What follows belongs to an exercise in optimizing a design on an open flow for small area; a production flow would make more cautious choices. In this exercise RTL edits were held to simulation tests only and were not proved equivalent to the original. No activity file was given, so power comes from the tool's default toggle rates.

==> garnet <==
// vfchd_i2cmux
module vfchd_i2cmux (
    input           Clk_ik,
    input           Rst_irq,
    input           IoExpApp12Int_ian,
    input           IoExpApp34Int_ian,
    input           IoExpBstEthInt_ian,
    input           IoExpLosInt_ian,
    input           IoExpBlmInInt_ian,
    output          InitDone_oq,
    output [4:0]    VmeGa_onqb5,
    output          VmeGaP_onq,
    input  [7:0]    Led_ib8,
    output [7:0]    StatusLed_ob8,
    input           GpIo1A2B_i,
    input           EnGpIo1Term_i,
    input           GpIo2A2B_i,
    input           EnGpIo2Term_i,
    input           GpIo34A2B_i,
    input           EnGpIo3Term_i,
    input           EnGpIo4Term_i,
    output          StatusGpIo1A2B_oq,
    output          StatusEnGpIo1Term_oq,
    output          StatusGpIo2A2B_oq,
    output          StatusEnGpIo2Term_oq,
    output          StatusGpIo34A2B_oq,
    output          StatusEnGpIo3Term_oq,
    output          StatusEnGpIo4Term_oq,
    output [7:0]    BlmIn_oqb8,
    output          AppSfp1Present_oq,
    output [15:0]   AppSfp1Id_oq16,
    output          AppSfp1TxFault_oq,
    output          AppSfp1Los_oq,
    input           AppSfp1TxDisable_i,
    input           AppSfp1RateSelect_i,
    output          StatusAppSfp1TxDisable_oq,
    output          StatusAppSfp1RateSelect_oq,
    output          AppSfp2Present_oq,
    output [15:0]   AppSfp2Id_oq16,
    output          AppSfp2TxFault_oq,
    output          AppSfp2Los_oq,
    input           AppSfp2TxDisable_i,
    input           AppSfp2RateSelect_i,
    output          StatusAppSfp2TxDisable_oq,
    output          StatusAppSfp2RateSelect_oq,
    output          AppSfp3Present_oq,
    output [15:0]   AppSfp3Id_oq16,
    output          AppSfp3TxFault_oq,
    output          AppSfp3Los_oq,
    input           AppSfp3TxDisable_i,
    input           AppSfp3RateSelect_i,
    output          StatusAppSfp3TxDisable_oq,
    output          StatusAppSfp3RateSelect_oq,
    output          AppSfp4Present_oq,
    output [15:0]   AppSfp4Id_oq16,
    output          AppSfp4TxFault_oq,
    output          AppSfp4Los_oq,
    input           AppSfp4TxDisable_i,
    input           AppSfp4RateSelect_i,
    output          StatusAppSfp4TxDisable_oq,
    output          StatusAppSfp4RateSelect_oq,
    output          BstSfpPresent_oq,
    output [15:0]   BstSfpId_oq16,
    output          BstSfpTxFault_oq,
    output          BstSfpLos_oq,
    input           BstSfpTxDisable_i,
    input           BstSfpRateSelect_i,
    output          StatusBstSfpTxDisable_oq,
    output          StatusBstSfpRateSelect_oq,
    output          EthSfpPresent_oq,
    output [15:0]   EthSfpId_oq16,
    output          EthSfpTxFault_oq,
    output          EthSfpLos_oq,
    input           EthSfpTxDisable_i,
    input           EthSfpRateSelect_i,
    output          StatusEthSfpTxDisable_oq,
    output          StatusEthSfpRateSelect_oq,
    output          CdrLos_oq,
    output          CdrLol_oq,
    input           I2cWbCyc_i,
    input           I2cWbStb_i,
    input           I2cWbWe_i,
    input  [11:0]   I2cWbAdr_ib12,
    input  [7:0]    I2cWbDat_ib8,
    output [7:0]    I2cWbDat_ob8,
    output          I2cWbAck_o,
    input           WbCyc_i,
    input           WbStb_i,
    input           WbWe_i,
    input  [31:0]   WbDat_ib32,
    output [31:0]   WbDat_oqb32,
    output          WbAck_oa,
    input           Scl_i,
    input           Sda_i,
    output          SclOe_o,
    output          SdaOe_o
);
Settings: LEC_CHECK=0, CAP_MARGIN=20, CORE_MARGIN=2, CORE_UTILIZATION=60, SLEW_MARGIN=20; clock period 10.0 ns.
standard.sh (not shown) runs the stock make flow with config.mk's settings and CLKGATE_MAP_FILE= SYNTH_SCRIPT=/design/flow/synth_recipe.tcl, a recipe that flattens the netlist after the stock synthesis.
==> flow/flow/run.sh <==
#!/bin/bash
# Standard ORFS flow (the standard.sh, unchanged synthesis) with smaller port buffers
# and a clock tree of fewer, mid-size buffers.
set -euo pipefail
bash standard.sh \
  BUFFER_PORTS_ARGS="-buffer_cell sky130_fd_sc_hd__buf_1" \
  CTS_ARGS="-sink_clustering_enable -repair_clock_nets -buf_list sky130_fd_sc_hd__clkbuf_8 -sink_clustering_size 16 -sink_clustering_max_diameter 60 -dont_use_dummy_load" \
  finish > standard_flow.log 2>&1
==> amber: changes against garnet <==
--- a/flow/design.v
+++ b/flow/design.v
@@ -48,10 +48,15 @@
             s_IdleFirst      = 4'hf;      
 localparam  c_IoExpWriteSeq = 2'd0,
             c_IoExpReadSeq  = 2'd1,
             c_I2cSlaveRead  = 2'd2,
             c_I2cSlaveWrite = 2'd3;
+localparam  c_GoToIdle     = 3'd0,
+            c_SendStartBit = 3'd1,
+            c_SendStopBit  = 3'd2,
+            c_SendByte     = 3'd3,
+            c_GetByte      = 3'd4;
 reg  [3:0]    State_qb4, NextState_ab4;
 reg  [CW-1:0] SclCounter_c;
 reg  [3:0]    BitCounter_c4;
 reg  [7:0]    ShReg_b8;               
 reg  [1:0]    ActiveSequence_b2;
@@ -71,54 +76,88 @@
 assign I2cSlaveWrOn_o = Busy_o && ActiveSequence_b2 == c_I2cSlaveWrite;
 assign ByteOut_ob8    = ShReg_b8;
 assign NewByteRead_op = State_qb4 == s_StartExecution &&
                         ((ActiveSequence_b2 == c_IoExpReadSeq && CommandPointer_c4 == 4'd6) ||
                          (ActiveSequence_b2 == c_I2cSlaveRead && CommandPointer_c4 == 4'ha));
-wire [3:0] Cp  = CommandPointer_c4;
-wire SeqIoW  = ActiveSequence_b2 == c_IoExpWriteSeq;
-wire SeqIoR  = ActiveSequence_b2 == c_IoExpReadSeq;
-wire SeqMuxR = ActiveSequence_b2 == c_I2cSlaveRead;
-wire SeqMuxW = ActiveSequence_b2 == c_I2cSlaveWrite;
-wire CmdStart = Cp == 4'd0 || (SeqIoR && Cp == 4'd3) ||
-                ((SeqMuxR || SeqMuxW) && Cp == 4'd4) || (SeqMuxR && (Cp == 4'd7 || Cp == 4'hb)) ||
-                (SeqMuxW && Cp == 4'd9);
-wire CmdStop  = (SeqIoW && Cp == 4'd4) || (SeqIoR && Cp == 4'd6) ||
-                ((SeqMuxR || SeqMuxW) && Cp == 4'd3) || (SeqMuxR && (Cp == 4'ha || Cp == 4'he)) ||
-                (SeqMuxW && (Cp == 4'd8 || Cp == 4'hc));
-wire CmdGet   = (SeqIoR && Cp == 4'd5) || (SeqMuxR && Cp == 4'd9);
-wire CmdSend  = (Cp == 4'd1 || Cp == 4'd2) || (SeqIoW && Cp == 4'd3) || (SeqIoR && Cp == 4'd4) ||
-                ((SeqMuxR || SeqMuxW) && (Cp == 4'd5 || Cp == 4'd6)) ||
-                (SeqMuxR && (Cp == 4'd8 || Cp == 4'hc || Cp == 4'hd)) ||
-                (SeqMuxW && (Cp == 4'd7 || Cp == 4'ha || Cp == 4'hb));
-wire SeqIo  = ~ActiveSequence_b2[1];
-wire SeqMux =  ActiveSequence_b2[1];
-wire KIoAddr  = SeqIo && (Cp == 4'd1 || (ActiveSequence_b2[0] && Cp == 4'd4));
-wire KRegAddr = (SeqIo && Cp == 4'd2) || (SeqMux && Cp == 4'd6);
-wire KData    = (ActiveSequence_b2 == c_IoExpWriteSeq && Cp == 4'd3) || (ActiveSequence_b2 == c_I2cSlaveWrite && Cp == 4'd7);
-wire KMuxAddr = SeqMux && (Cp == 4'd1 || (ActiveSequence_b2[0] ? Cp == 4'ha : Cp == 4'hc));
-wire KChannel = SeqMux && Cp == 4'd2;
-wire KSlave   = SeqMux && (Cp == 4'd5 || (~ActiveSequence_b2[0] && Cp == 4'd8));
-wire Rw       = SeqIo ? Cp[2] : Cp[3];        
-wire [2:0] Bi = ~BitCounter_c4[2:0];
-wire Si57x = Target_qb4[3] && Target_qb4[2:1] == 2'b10;
-wire Cdr   = Target_qb4[3] && Target_qb4[2:1] == 2'b11;
-wire [7:0] IoAddrByte  = {4'b0100, Target_qb4[2:0], Rw};
+wire [6:0] SlaveAddr_b7 = (Target_qb4[3] && Target_qb4[2:1] == 2'b10) ? 7'h55 :
+                          (Target_qb4[3] && Target_qb4[2:1] == 2'b11) ? 7'h40 :
+                                                                        {6'b101000, Target_qb4[0]};
 wire [7:0] MuxAddrByte = {6'h38, Target_qb4[3], 1'b0};
-wire [7:0] ChannelByte = {5'b0, 1'b1, Target_qb4[2:1]};
-wire [7:0] SlaveByte   = {1'b1, 1'b0, ~Cdr, 1'b0, Si57x, 1'b0, Si57x || (~Cdr && Target_qb4[0]), Rw};
-wire SendBit = (KIoAddr  && IoAddrByte[Bi])  || (KRegAddr && RegAddr_qb8[Bi]) ||
-               (KData    && Data_qb8[Bi])    || (KMuxAddr && MuxAddrByte[Bi]) ||
-               (KChannel && ChannelByte[Bi]) || (KSlave   && SlaveByte[Bi]);
+wire [7:0] IoExpAddrByte = {4'b0100, Target_qb4[2:0], 1'b0};
+reg  [2:0] Command_b3;
+reg  [7:0] Byte_b8;
+always @* begin
+    Byte_b8 = 8'h00;
+    case (ActiveSequence_b2)
+    c_IoExpWriteSeq: case (CommandPointer_c4)
+        4'd0: Command_b3 = c_SendStartBit;
+        4'd1: begin Command_b3 = c_SendByte; Byte_b8 = IoExpAddrByte; end
+        4'd2: begin Command_b3 = c_SendByte; Byte_b8 = RegAddr_qb8; end
+        4'd3: begin Command_b3 = c_SendByte; Byte_b8 = Data_qb8; end
+        4'd4: Command_b3 = c_SendStopBit;
+        default: Command_b3 = c_GoToIdle;
+        endcase
+    c_IoExpReadSeq: case (CommandPointer_c4)
+        4'd0: Command_b3 = c_SendStartBit;
+        4'd1: begin Command_b3 = c_SendByte; Byte_b8 = IoExpAddrByte; end
+        4'd2: begin Command_b3 = c_SendByte; Byte_b8 = RegAddr_qb8; end
+        4'd3: Command_b3 = c_SendStartBit;
+        4'd4: begin Command_b3 = c_SendByte; Byte_b8 = IoExpAddrByte | 8'h01; end
+        4'd5: Command_b3 = c_GetByte;
+        4'd6: Command_b3 = c_SendStopBit;
+        default: Command_b3 = c_GoToIdle;
+        endcase
+    c_I2cSlaveRead: case (CommandPointer_c4)
+        4'h0: Command_b3 = c_SendStartBit;
+        4'h1: begin Command_b3 = c_SendByte; Byte_b8 = MuxAddrByte; end
+        4'h2: begin Command_b3 = c_SendByte; Byte_b8 = {5'b0, 1'b1, Target_qb4[2:1]}; end
+        4'h3: Command_b3 = c_SendStopBit;
+        4'h4: Command_b3 = c_SendStartBit;
+        4'h5: begin Command_b3 = c_SendByte; Byte_b8 = {SlaveAddr_b7, 1'b0}; end
+        4'h6: begin Command_b3 = c_SendByte; Byte_b8 = RegAddr_qb8; end
+        4'h7: Command_b3 = c_SendStartBit;
+        4'h8: begin Command_b3 = c_SendByte; Byte_b8 = {SlaveAddr_b7, 1'b1}; end
+        4'h9: Command_b3 = c_GetByte;
+        4'ha: Command_b3 = c_SendStopBit;
+        4'hb: Command_b3 = c_SendStartBit;
+        4'hc: begin Command_b3 = c_SendByte; Byte_b8 = MuxAddrByte; end
+        4'hd: Command_b3 = c_SendByte;
+        4'he: Command_b3 = c_SendStopBit;
+        default: Command_b3 = c_GoToIdle;
+        endcase
+    default: case (CommandPointer_c4)
+        4'h0: Command_b3 = c_SendStartBit;
+        4'h1: begin Command_b3 = c_SendByte; Byte_b8 = MuxAddrByte; end
+        4'h2: begin Command_b3 = c_SendByte; Byte_b8 = {5'b0, 1'b1, Target_qb4[2:1]}; end
+        4'h3: Command_b3 = c_SendStopBit;
+        4'h4: Command_b3 = c_SendStartBit;
+        4'h5: begin Command_b3 = c_SendByte; Byte_b8 = {SlaveAddr_b7, 1'b0}; end
+        4'h6: begin Command_b3 = c_SendByte; Byte_b8 = RegAddr_qb8; end
+        4'h7: begin Command_b3 = c_SendByte; Byte_b8 = Data_qb8; end
+        4'h8: Command_b3 = c_SendStopBit;
+        4'h9: Command_b3 = c_SendStartBit;
+        4'ha: begin Command_b3 = c_SendByte; Byte_b8 = MuxAddrByte; end
+        4'hb: Command_b3 = c_SendByte;
+        4'hc: Command_b3 = c_SendStopBit;
+        default: Command_b3 = c_GoToIdle;
+        endcase
+    endcase
+end
 always @* begin
     NextState_ab4 = State_qb4;
     case (State_qb4)
     s_Idle:           if (Accept) NextState_ab4 = s_FetchCommand;
     s_IdleA:          NextState_ab4 = Accept ? s_FetchCommand : s_Idle;
     s_IdleFirst:      NextState_ab4 = s_IdleA;
     s_FetchCommand:   NextState_ab4 = s_StartExecution;
-    s_StartExecution: NextState_ab4 = CmdStart ? s_StartSda1 : CmdSend ? s_SendScl0 : CmdGet ? s_GetScl0 :
-                                      CmdStop ? s_StopSda0 : s_IdleFirst;
+    s_StartExecution: case (Command_b3)
+                      c_SendStartBit: NextState_ab4 = s_StartSda1;
+                      c_SendByte:     NextState_ab4 = s_SendScl0;
+                      c_GetByte:      NextState_ab4 = s_GetScl0;
+                      c_SendStopBit:  NextState_ab4 = s_StopSda0;
+                      default:        NextState_ab4 = s_IdleFirst;
+                      endcase
     s_StartSda1: if (CntDone) NextState_ab4 = s_StartScl1;
     s_StartScl1: if (CntDone) NextState_ab4 = s_StartSda0;
     s_StartSda0: if (CntDone) NextState_ab4 = s_StartScl0;
     s_StartScl0: if (CntDone) NextState_ab4 = s_FetchCommand;
     s_SendScl0:  if (CntDone) NextState_ab4 = (BitCounter_c4 == 4'd9) ? s_FetchCommand : s_SendScl1;
@@ -166,11 +205,11 @@
         s_StartSda0, s_StopSda0: SdaOe_o <= 1'b1;
         s_StartScl1, s_SendScl1, s_GetScl1, s_StopScl1: SclOe_o <= 1'b0;
         s_StartScl0: SclOe_o <= 1'b1;
         s_SendScl0: begin
             SclOe_o <= 1'b1;
-            if (SclCounter_c == g_SclHalfPeriod[9:1]) SdaOe_o <= BitCounter_c4[3] ? 1'b0 : !SendBit;
+            if (SclCounter_c == g_SclHalfPeriod[9:1]) SdaOe_o <= BitCounter_c4[3] ? 1'b0 : !Byte_b8[~BitCounter_c4[2:0]];
         end
         s_GetScl0: begin SclOe_o <= 1'b1; SdaOe_o <= 1'b0; end
         default: ;
     endcase
 end
- CORE_UTILIZATION: 60 -> 75
==> qor summary <==
                                                                                                garnet                              amber
Fill cell total of the finished layout                                                             2071                               1282
Final instance area                                                                         0.01765 mm²                        0.01812 mm²
Total number of placement rows                                                                       59                                 54
Number of ordinary and repair buffers in the finished layout                                        310                                315
Worst flop-to-flop path startpoint                                   i_Master.State_qb4[0]$_SDFFE_PP0P_  i_Arbiter.State_q[0]$_SDFFE_PP0P_
TAP cells                                                                                           335                                280
Yosys top cell area share                                                                        42.54%                             41.23%
Share of final-layout standard cells stronger than drive strength 1                              4.602%                             5.070%
Classification of the worst setup path                                                           in2reg                            reg2reg
Largest stage delay on the critical path                                                        0.86 ns                            1.02 ns
Met3 usage in global routing                                                                     4.919%                             7.509%
Chip height                                                                                    167.1 µm                           152.1 µm
Slew at the pin closest to its max-slew limit                                                  1.131 ns                           1.259 ns
Adder-cell area share of the yosys netlist                                                       1.412%                             1.444%
Ratio of total power to cell area                                                          202.5 mW/mm²                       196.5 mW/mm²
Outcome                                                                         complete, no violations            complete, no violations
Proportion of synthesized area in mux cells                                                      2.259%                             1.406%
Combinational fraction of design power                                                            24.8%                              26.5%
Non-clock inverter instance count of the final layout                                                37                                 29

## static timing again, ports no longer ideal
No port has a modelled driver above. Below, the same layouts with a new extraction and two added sets of constraints.
Step 1 (the two cells are an assumption about what drives the block):
set clk [get_ports {Clk_ik}]
set_driving_cell -lib_cell sky130_fd_sc_hd__clkbuf_16 $clk
set_driving_cell -lib_cell sky130_fd_sc_hd__buf_2 [delete_from_list [all_inputs] $clk]
Step 2 adds t to the input delays and takes it off the output delays; t is the mean of the earliest and latest rising clock arrival at the registers after step 1. Input paths then give back, and output paths get back, about the clock's delay inside the block.
Three values: no drivers, after step 1, after step 2; two values: the first two.
run	t (ns)	setup slack, ns	worst data-port slew with drivers (ns)	cell pins on the clock port's net
garnet	0.621	6.008 / 6.023 / 5.403	0.07	1
amber	0.627	5.778 / 5.778 / 5.525	0.05	1
After both steps every run listed still meets setup and hold. The setup slack of garnet, which loses most, moves by +0.015 ns with the drivers and by -0.605 ns with both steps.
